This design comes from an exercise in tuning for small area, a short achievable clock period and few clock cycles per item on the open sky130 flow, not from production work. Where RTL was checked, it was by simulation tests only, not by an equivalence proof against the original.

## 08-21
==> flow/design.v <==
module sha_1_core(
    clk,
    rstn,
    din,
    din_vld,
    use_pre_cv,
    sha_1_end,
    busy,
    dout,
    dout_vld
);
input wire clk;
input wire rstn;
input wire [31:0] din;
input wire din_vld;
input wire use_pre_cv;
input wire sha_1_end;
output reg busy;
output wire [159:0] dout;
output reg dout_vld;
localparam [31:0] H0_INIT = 32'h67452301,
                  H1_INIT = 32'hEFCDAB89,
                  H2_INIT = 32'h98BADCFE,
                  H3_INIT = 32'h10325476,
                  H4_INIT = 32'hC3D2E1F0;
reg [6:0] cnt;       
reg hvld;            
reg ivm;             
reg st1;             
reg [1:0] ph;        
reg fch, fmaj;       
reg [4:0] fk;        
wire rot  = |fk;     
wire ffa  = fk[3] | fk[4];   
wire last = fk[4];   
wire start = din_vld & ~busy;
always @(posedge clk or negedge rstn) begin
    if (!rstn) begin
        cnt      <= 7'd0;
        busy     <= 1'b0;
        dout_vld <= 1'b0;
        hvld     <= 1'b0;
        st1      <= 1'b0;
        ph       <= 2'd0;
        fch      <= 1'b1;
        fmaj     <= 1'b0;
        fk       <= 5'd0;
    end
    else begin
        dout_vld <= last;
        st1      <= start;
        fk       <= {fk[3:0], (cnt == 7'd77)};
        if (start) begin
            ph   <= 2'd0;
            fch  <= 1'b1;
            fmaj <= 1'b0;
        end
        else if (cnt == 7'd20 || cnt == 7'd40 || cnt == 7'd60) begin
            ph   <= ph + 2'd1;
            fch  <= 1'b0;
            fmaj <= (ph == 2'd1);
        end
        if (start) begin
            cnt  <= 7'd1;
            busy <= 1'b1;
        end
        else if (last) begin
            cnt  <= 7'd0;
            busy <= 1'b0;
            hvld <= 1'b1;
        end
        else if (busy) begin
            cnt  <= cnt + 7'd1;
        end
    end
end
reg [31:0] w [0:15];
wire [31:0] w_xor = w[13] ^ w[8] ^ w[2] ^ w[0];
always @(posedge clk) begin
    w[15] <= din_vld ? din : {w_xor[30:0], w_xor[31]};
end
genvar i;
generate
    for (i = 0; i < 15; i = i + 1) begin: gen_w
        always @(posedge clk) w[i] <= w[i+1];
    end
endgenerate
reg [31:0] h0, h1, h2, h3, h4;
wire use_h = use_pre_cv & hvld;
wire [31:0] s1_ = use_h ? h1 : H1_INIT;
wire [31:0] s2_ = use_h ? h2 : H2_INIT;
wire [31:0] s3_ = use_h ? h3 : H3_INIT;
wire [31:0] s4_ = use_h ? h4 : H4_INIT;
wire [31:0] s0_ = ivm ? H0_INIT : h0;
always @(posedge clk) begin
    if (start)
        ivm <= ~use_h;
end
reg [31:0] a, b, c, d;
reg [31:0] pu, pv;
wire [31:0] cb = {b[1:0], b[31:2]};            
wire [31:0] f_ch  = (a & cb) | (~a & c);
wire [31:0] f_par = a ^ cb ^ c;
wire [31:0] f_maj = (a & cb) | (a & c) | (cb & c);
wire [31:0] f = fch ? f_ch : (fmaj ? f_maj : f_par);
reg  [31:0] k;
always @(*) begin
    case (ph)
        2'd0:    k = 32'h5A827999;
        2'd1:    k = 32'h6ED9EBA1;
        2'd2:    k = 32'h8F1BBCDC;
        default: k = 32'hCA62C1D6;
    endcase
end
wire [31:0] s1 = d ^ w[15] ^ k;
wire [31:0] c1 = (d & w[15]) | (d & k) | (w[15] & k);
wire [31:0] c1s = {c1[30:0], 1'b0};
wire [31:0] s2 = f ^ s1 ^ c1s;
wire [31:0] c2 = (f & s1) | (f & c1s) | (s1 & c1s);
wire [31:0] c2s = {c2[30:0], 1'b0};
always @(posedge clk) begin
    pu <= s2 ^ c2s;
    pv <= s2 & c2s;
end
wire [31:0] ra = {a[26:0], a[31:27]};
wire [31:0] s3 = ra ^ pu;
wire [31:0] c3 = pv | (ra & pu);
wire [31:0] a_next = s3 + {c3[30:0], 1'b0};
always @(posedge clk) begin
    if (start) begin
        a <= s1_;
        b <= {s2_[29:0], s2_[31:30]};
        c <= s3_;
        d <= s4_;
    end
    else begin
        if (st1)
            a <= s0_;
        else
            a <= a_next;
        b <= a;
        c <= cb;
        d <= c;
    end
end
wire [31:0] ff_x = ffa ? a : {a[1:0], a[31:2]};
reg se;
always @(posedge clk) se <= sha_1_end;
wire [31:0] ivk = ({32{fk[0]}} & H4_INIT) | ({32{fk[1]}} & H3_INIT) |
                  ({32{fk[2]}} & H2_INIT) | ({32{fk[3]}} & H1_INIT) |
                  ({32{fk[4]}} & H0_INIT);
wire [31:0] ff_h = ivm ? ivk : h4;
wire [31:0] ff_sum = (se ? ff_h : 32'd0) + ff_x;
always @(posedge clk) begin
    if (rot) begin
        h0 <= ff_sum;
        h1 <= h0;
        h2 <= h1;
        h3 <= h2;
        h4 <= h3;
    end
end
assign dout = {h0, h1, h2, h3, h4};
endmodule
==> flow/config.mk <==
export PLATFORM = sky130hd
export DESIGN_NAME = sha_1_core
export DESIGN_NICKNAME = sha_1_core
export VERILOG_FILES = /design/flow/design.v
export SDC_FILE = /design/flow/constraint.sdc
export NUM_CORES = 4
export LEC_CHECK = 0
export CAP_MARGIN = 20
export CORE_MARGIN = 2
export CORE_UTILIZATION = 40
export CTS_BUF_LIST = sky130_fd_sc_hd__clkbuf_8
export CTS_CLUSTER_DIAMETER = 50
export CTS_CLUSTER_SIZE = 20
export PLACE_DENSITY = 0.6
export SETUP_SLACK_MARGIN = 3.8
export SLEW_MARGIN = 20
==> flow/constraint.sdc <==
create_clock -name core_clock -period 7.0 [get_ports {clk}]
set_input_delay 1.4000 -clock core_clock [delete_from_list [all_inputs] [get_ports {clk}]]
set_output_delay 1.4000 -clock core_clock [all_outputs]
set_load 0.01 [all_outputs]
standard.sh (not shown) runs the stock make flow with config.mk's settings and CLKGATE_MAP_FILE= SYNTH_SCRIPT=/design/flow/synth_recipe.tcl, a recipe that flattens the netlist after the stock synthesis.
==> flow/flow/run.sh <==
#!/bin/bash
# The standard layout (the standard.sh, synthesis unchanged), with the
# port buffers made from the smallest plain buffer instead of a delay cell.
set -euo pipefail
bash standard.sh "BUFFER_PORTS_ARGS=-buffer_cell sky130_fd_sc_hd__buf_1" finish > standard.log 2>&1
08-21 has completed all stages; timing, DRC and antenna checks passed.
Testbench counts of 08-21, summed over its fixed seeds: cycles 15,936, blocks 192.
Modified inputs, 11-10 compared to 08-21
diff --git a/flow/design.v b/flow/design.v
--- a/flow/design.v
+++ b/flow/design.v
@@ -26,33 +26,36 @@
 reg [6:0] cnt;       
 reg hvld;            
 reg ivm;             
 reg st1;             
 reg [1:0] ph;        
 reg fch, fmaj;       
-reg [4:0] fk;        
-wire rot  = |fk;     
-wire ffa  = fk[3] | fk[4];   
-wire last = fk[4];   
+reg rot;             
+reg ffa;             
+reg last;            
 wire start = din_vld & ~busy;
 always @(posedge clk or negedge rstn) begin
     if (!rstn) begin
         cnt      <= 7'd0;
         busy     <= 1'b0;
         dout_vld <= 1'b0;
         hvld     <= 1'b0;
         st1      <= 1'b0;
         ph       <= 2'd0;
         fch      <= 1'b1;
         fmaj     <= 1'b0;
-        fk       <= 5'd0;
+        rot      <= 1'b0;
+        ffa      <= 1'b0;
+        last     <= 1'b0;
     end
     else begin
         dout_vld <= last;
         st1      <= start;
-        fk       <= {fk[3:0], (cnt == 7'd77)};
+        rot      <= (cnt == 7'd77) | (rot & ~last);
+        ffa      <= (cnt == 7'd80) | (ffa & ~last);
+        last     <= (cnt == 7'd81);
         if (start) begin
             ph   <= 2'd0;
             fch  <= 1'b1;
             fmaj <= 1'b0;
         end
         else if (cnt == 7'd20 || cnt == 7'd40 || cnt == 7'd60) begin
@@ -143,15 +146,22 @@
         d <= c;
     end
 end
 wire [31:0] ff_x = ffa ? a : {a[1:0], a[31:2]};
 reg se;
 always @(posedge clk) se <= sha_1_end;
-wire [31:0] ivk = ({32{fk[0]}} & H4_INIT) | ({32{fk[1]}} & H3_INIT) |
-                  ({32{fk[2]}} & H2_INIT) | ({32{fk[3]}} & H1_INIT) |
-                  ({32{fk[4]}} & H0_INIT);
+reg [31:0] ivk;
+always @(*) begin
+    case ({cnt[4], cnt[1], cnt[0]})
+        3'b010:  ivk = H4_INIT;      
+        3'b011:  ivk = H3_INIT;      
+        3'b100:  ivk = H2_INIT;      
+        3'b101:  ivk = H1_INIT;      
+        default: ivk = H0_INIT;      
+    endcase
+end
 wire [31:0] ff_h = ivm ? ivk : h4;
 wire [31:0] ff_sum = (se ? ff_h : 32'd0) + ff_x;
 always @(posedge clk) begin
     if (rot) begin
         h0 <= ff_sum;
         h1 <= h0;
Findings:
Area of combinational cells with multiple inputs of 11-10 is on par with 08-21. Across both runs, shortest clock period the worst path allows after layout was higher for 11-10 than for 08-21. 11-10: layout buffer count excluding clock buffers is 13 higher than what 08-21 reported. Any difference in number of sequential storage elements between 08-21 and 11-10 is small enough to ignore. Between 11-10 and 08-21, it is 11-10 whose clock-buffer cell count is higher, by about 8%. Smallest setup slack after layout: 08-21 and 11-10 compared, higher one is 08-21. 11-10: multi-input gate count 33 below 08-21. In 11-10, post-synthesis instance area is lower than in 08-21. Relative to 08-21, die extent in y decreased by about 0.4% in 11-10. Worst-path maximum fanout delta for 11-10 relative to 08-21: 3 lower. 11-10 ended up with a higher final design instance area without fill than 08-21 did.
The RTL of 11-10 was laid out without a check of its function.

========
Setup of the reference run:
sha_1_core, a different RTL version from the one above (not shown whole).
For scale: about 2,400 cells after synthesis, about 890 flip-flops, roughly 200 I/O pins, about 31,000 µm² of cells after synthesis.
==> module sha_1_core, before the edit <==
module sha_1_core(
    clk,
    rstn,
    din,
    din_vld,
    use_pre_cv,
    sha_1_end,
    busy,
    dout,
    dout_vld
);
input wire clk;
input wire rstn;
input wire [31:0] din;
input wire din_vld;
input wire use_pre_cv;
input wire sha_1_end;
output reg busy;
output wire [159:0] dout;
output reg dout_vld;
localparam [31:0] H0_INIT = 32'h67452301,
                  H1_INIT = 32'hEFCDAB89,
                  H2_INIT = 32'h98BADCFE,
                  H3_INIT = 32'h10325476,
                  H4_INIT = 32'hC3D2E1F0;
reg [6:0] cnt;       
reg hvld;            
reg ivm;             
reg st1;             
reg [3:0] ph;        
wire fch  = ph[0];   
wire fmaj = ph[2];   
reg q77;             
reg [4:0] fk;        
wire rot  = |fk;     
reg sr, sa;          
wire last = fk[4];   
reg idle;            
wire start = din_vld & idle;
always @(posedge clk or negedge rstn) begin
    if (!rstn) begin
        cnt      <= 7'd0;
        busy     <= 1'b0;
        idle     <= 1'b1;
        dout_vld <= 1'b0;
        hvld     <= 1'b0;
        st1      <= 1'b0;
        ph       <= 4'b0001;
        q77      <= 1'b0;
        fk       <= 5'd0;
        sr       <= 1'b0;
        sa       <= 1'b0;
    end
    else begin
        dout_vld <= last;
        st1      <= start;
        q77      <= (cnt == 7'd76);
        fk       <= {fk[3:0], q77};
        sr       <= q77 | fk[0] | fk[1];
        sa       <= fk[2] | fk[3];
        if (start) begin
            ph   <= 4'b0001;
        end
        else if (cnt == 7'd20 || cnt == 7'd40 || cnt == 7'd60) begin
            ph   <= {ph[2:0], 1'b0};
        end
        if (start) begin
            cnt  <= 7'd1;
            busy <= 1'b1;
            idle <= 1'b0;
        end
        else if (last) begin
            cnt  <= 7'd0;
            busy <= 1'b0;
            idle <= 1'b1;
            hvld <= 1'b1;
        end
        else if (!idle) begin
            cnt  <= cnt + 7'd1;
        end
    end
end
reg [31:0] w [0:15];
wire [31:0] w_xor = w[13] ^ w[8] ^ w[2] ^ w[0];
always @(posedge clk) begin
    w[15] <= din_vld ? din : {w_xor[30:0], w_xor[31]};
end
genvar i;
generate
    for (i = 0; i < 15; i = i + 1) begin: gen_w
        always @(posedge clk) w[i] <= w[i+1];
    end
endgenerate
reg [31:0] h0, h1, h2, h3, h4;
wire use_h = use_pre_cv & hvld;
wire [31:0] s1_ = use_h ? h1 : H1_INIT;
wire [31:0] s2_ = use_h ? h2 : H2_INIT;
wire [31:0] s3_ = use_h ? h3 : H3_INIT;
wire [31:0] s4_ = use_h ? h4 : H4_INIT;
wire [31:0] s0_ = ivm ? H0_INIT : h0;
always @(posedge clk) begin
    if (start)
        ivm <= ~use_h;
end
reg [31:0] a, b, c, d;
reg [31:0] pu, pv;
wire [31:0] cb = {b[1:0], b[31:2]};            
wire [31:0] f_ch  = (a & cb) | (~a & c);
wire [31:0] f_par = a ^ cb ^ c;
wire [31:0] f_maj = (a & cb) | (a & c) | (cb & c);
wire [31:0] f = fch ? f_ch : (fmaj ? f_maj : f_par);
wire [31:0] k = ({32{ph[0]}} & 32'h5A827999) | ({32{ph[1]}} & 32'h6ED9EBA1) |
                ({32{ph[2]}} & 32'h8F1BBCDC) | ({32{ph[3]}} & 32'hCA62C1D6);
wire [31:0] s1 = d ^ w[15] ^ k;
wire [31:0] c1 = (d & w[15]) | (d & k) | (w[15] & k);
wire [31:0] c1s = {c1[30:0], 1'b0};
wire [31:0] s2 = f ^ s1 ^ c1s;
wire [31:0] c2 = (f & s1) | (f & c1s) | (s1 & c1s);
wire [31:0] c2s = {c2[30:0], 1'b0};
always @(posedge clk) begin
    pu <= s2 ^ c2s;
    pv <= s2 & c2s;
end
wire [31:0] ra = {a[26:0], a[31:27]};
wire [31:0] s3 = ra ^ pu;
wire [31:0] c3 = pv | (ra & pu);
wire [31:0] a_next = s3 + {c3[30:0], 1'b0};
always @(posedge clk) begin
    if (start) begin
        a <= s1_;
        b <= {s2_[29:0], s2_[31:30]};
        c <= s3_;
        d <= s4_;
    end
    else begin
        if (st1)
            a <= s0_;
        else
            a <= a_next;
        b <= a;
        c <= cb;
        d <= c;
    end
end
wire [31:0] ff_x = ({32{sa}} & a) | ({32{sr}} & {a[1:0], a[31:2]});
reg [4:0] gv;        
reg mh;              
reg hr;              
wire rot_nx = q77 | fk[0] | fk[1] | fk[2] | fk[3];
always @(posedge clk) begin
    gv <= {gv[3:0], (cnt == 7'd76) & ivm};
    mh <= rot_nx & sha_1_end;
end
always @(posedge clk or negedge rstn) begin
    if (!rstn)
        hr <= 1'b1;
    else
        hr <= ~rot_nx;
end
wire ld_iv = |gv;
wire [31:0] ivk = ({32{gv[0]}} & H4_INIT) | ({32{gv[1]}} & H3_INIT) |
                  ({32{gv[2]}} & H2_INIT) | ({32{gv[3]}} & H1_INIT) |
                  ({32{gv[4]}} & H0_INIT);
wire [31:0] ff_h = ({32{mh}} & h4) | ({32{hr}} & h0);
wire [31:0] ff_sum = ff_h + ff_x;
always @(posedge clk) begin
    h0 <= ff_sum;
    if (rot) begin
        h1 <= h0;
        h2 <= h1;
        h3 <= h2;
    end
    if (ld_iv)
        h4 <= ivk;
    else if (rot)
        h4 <= h3;
end
assign dout = {h0, h1, h2, h3, h4};
endmodule
==> flow/config.mk <==
export PLATFORM = sky130hd
export DESIGN_NAME = sha_1_core
export DESIGN_NICKNAME = sha_1_core
export VERILOG_FILES = /design/flow/design.v
export SDC_FILE = /design/flow/constraint.sdc
export NUM_CORES = 4
export LEC_CHECK = 0
export CAP_MARGIN = 20
export CORE_MARGIN = 2
export CORE_UTILIZATION = 40
export CTS_BUF_LIST = sky130_fd_sc_hd__clkbuf_8 sky130_fd_sc_hd__clkbuf_16
export CTS_CLUSTER_DIAMETER = 70
export CTS_CLUSTER_SIZE = 26
export PLACE_DENSITY = 0.6
export SETUP_SLACK_MARGIN = 3.8
export SLEW_MARGIN = 20
==> flow/constraint.sdc <==
create_clock -name core_clock -period 7.0 [get_ports {clk}]
set_input_delay 1.4000 -clock core_clock [delete_from_list [all_inputs] [get_ports {clk}]]
set_output_delay 1.4000 -clock core_clock [all_outputs]
set_load 0.01 [all_outputs]
Scripts as last shown in full above: flow/flow/run.sh
Testbench counts of the reference run, summed over its fixed seeds: cycles 15,936, blocks 192.
Relative to the reference run, the following input files were edited for the trial run:
diff --git a/flow/design.v b/flow/design.v
--- a/flow/design.v
+++ b/flow/design.v
@@ -31,5 +31,4 @@
 wire fch  = ph[0];   
 wire fmaj = ph[2];   
-reg q77;             
 reg [4:0] fk;        
 wire rot  = |fk;     
@@ -47,5 +46,4 @@
         st1      <= 1'b0;
         ph       <= 4'b0001;
-        q77      <= 1'b0;
         fk       <= 5'd0;
         sr       <= 1'b0;
@@ -55,7 +53,6 @@
         dout_vld <= last;
         st1      <= start;
-        q77      <= (cnt == 7'd76);
-        fk       <= {fk[3:0], q77};
-        sr       <= q77 | fk[0] | fk[1];
+        fk       <= {fk[3:0], (cnt == 7'd77)};
+        sr       <= (cnt == 7'd77) | fk[0] | fk[1];
         sa       <= fk[2] | fk[3];
         if (start) begin
@@ -144,35 +141,23 @@
 end
 wire [31:0] ff_x = ({32{sa}} & a) | ({32{sr}} & {a[1:0], a[31:2]});
-reg [4:0] gv;        
-reg mh;              
-reg hr;              
-wire rot_nx = q77 | fk[0] | fk[1] | fk[2] | fk[3];
+reg [4:0] fv;
+reg mh;
 always @(posedge clk) begin
-    gv <= {gv[3:0], (cnt == 7'd76) & ivm};
-    mh <= rot_nx & sha_1_end;
+    fv <= {fv[3:0], (cnt == 7'd77) & sha_1_end & ivm};
+    mh <= sha_1_end & ~ivm;
 end
-always @(posedge clk or negedge rstn) begin
-    if (!rstn)
-        hr <= 1'b1;
-    else
-        hr <= ~rot_nx;
-end
-wire ld_iv = |gv;
-wire [31:0] ivk = ({32{gv[0]}} & H4_INIT) | ({32{gv[1]}} & H3_INIT) |
-                  ({32{gv[2]}} & H2_INIT) | ({32{gv[3]}} & H1_INIT) |
-                  ({32{gv[4]}} & H0_INIT);
-wire [31:0] ff_h = ({32{mh}} & h4) | ({32{hr}} & h0);
+wire [31:0] ivk = ({32{fv[0]}} & H4_INIT) | ({32{fv[1]}} & H3_INIT) |
+                  ({32{fv[2]}} & H2_INIT) | ({32{fv[3]}} & H1_INIT) |
+                  ({32{fv[4]}} & H0_INIT);
+wire [31:0] ff_h = ({32{mh}} & h4) | ivk;
 wire [31:0] ff_sum = ff_h + ff_x;
 always @(posedge clk) begin
-    h0 <= ff_sum;
     if (rot) begin
+        h0 <= ff_sum;
         h1 <= h0;
         h2 <= h1;
         h3 <= h2;
+        h4 <= h3;
     end
-    if (ld_iv)
-        h4 <= ivk;
-    else if (rot)
-        h4 <= h3;
 end
 assign dout = {h0, h1, h2, h3, h4};
Results
The trial run vs. the reference run: global routing usage on met3 went down, number of sequential storage elements neither gained nor lost much. The reference run has a lower clock skew than the trial run. Changes observed in the trial run relative to the reference run: count of antenna-violating nets left after detailed routing held steady; area fraction in and, or, nand and nor cells after synthesis flat; all-layer global routing usage went down; total wire length lost 4500 µm. When the final numbers for the trial run and the reference run were put side by side, the multi-input gate area in the final layout turned out to be greater in the reference run.
Testbench counts of the trial run, summed over its fixed seeds: cycles 15,936, blocks 192.

afterwards: timing with drivers on the ports:
In the flow no input, the clock included, has a driving cell. The finished layouts below were timed again as built, in two steps.
Step 1 (the two cells are an assumption about what drives the block):
set clk [get_ports {clk}]
set_driving_cell -lib_cell sky130_fd_sc_hd__clkbuf_16 $clk
set_driving_cell -lib_cell sky130_fd_sc_hd__buf_2 [delete_from_list [all_inputs] $clk]
Step 2 adds t to the input delays and takes it off the output delays; t is the mean of the earliest and latest rising clock arrival at the registers after step 1. Input paths then give back, and output paths get back, about the clock's delay inside the block.
a / b / c = no drivers / after step 1 / after step 2; a / b = the first two.
run	t (ns)	setup slack, ns	worst hold slack (ns)	slew at the worst register clock pin (ns)	pins driven straight from the clock port
08-21	0.722	3.650 / 3.650 / 3.392	0.316 / 0.316 / 0.316	0.12 / 0.12	1
11-10	0.756	3.249 / 3.249 / 3.067	0.305 / 0.305 / 0.305	0.12 / 0.12	1
the reference run	0.671	3.778 / 3.778 / 3.316	0.329 / 0.329 / 0.329	0.11 / 0.11	1
the trial run	0.669	3.823 / 3.823 / 3.344	0.323 / 0.323 / 0.323	0.10 / 0.10	1
After both steps every run listed still meets setup and hold. The setup slack of the trial run, which loses most, moves by 0.000 ns with the drivers and by -0.479 ns with both steps.
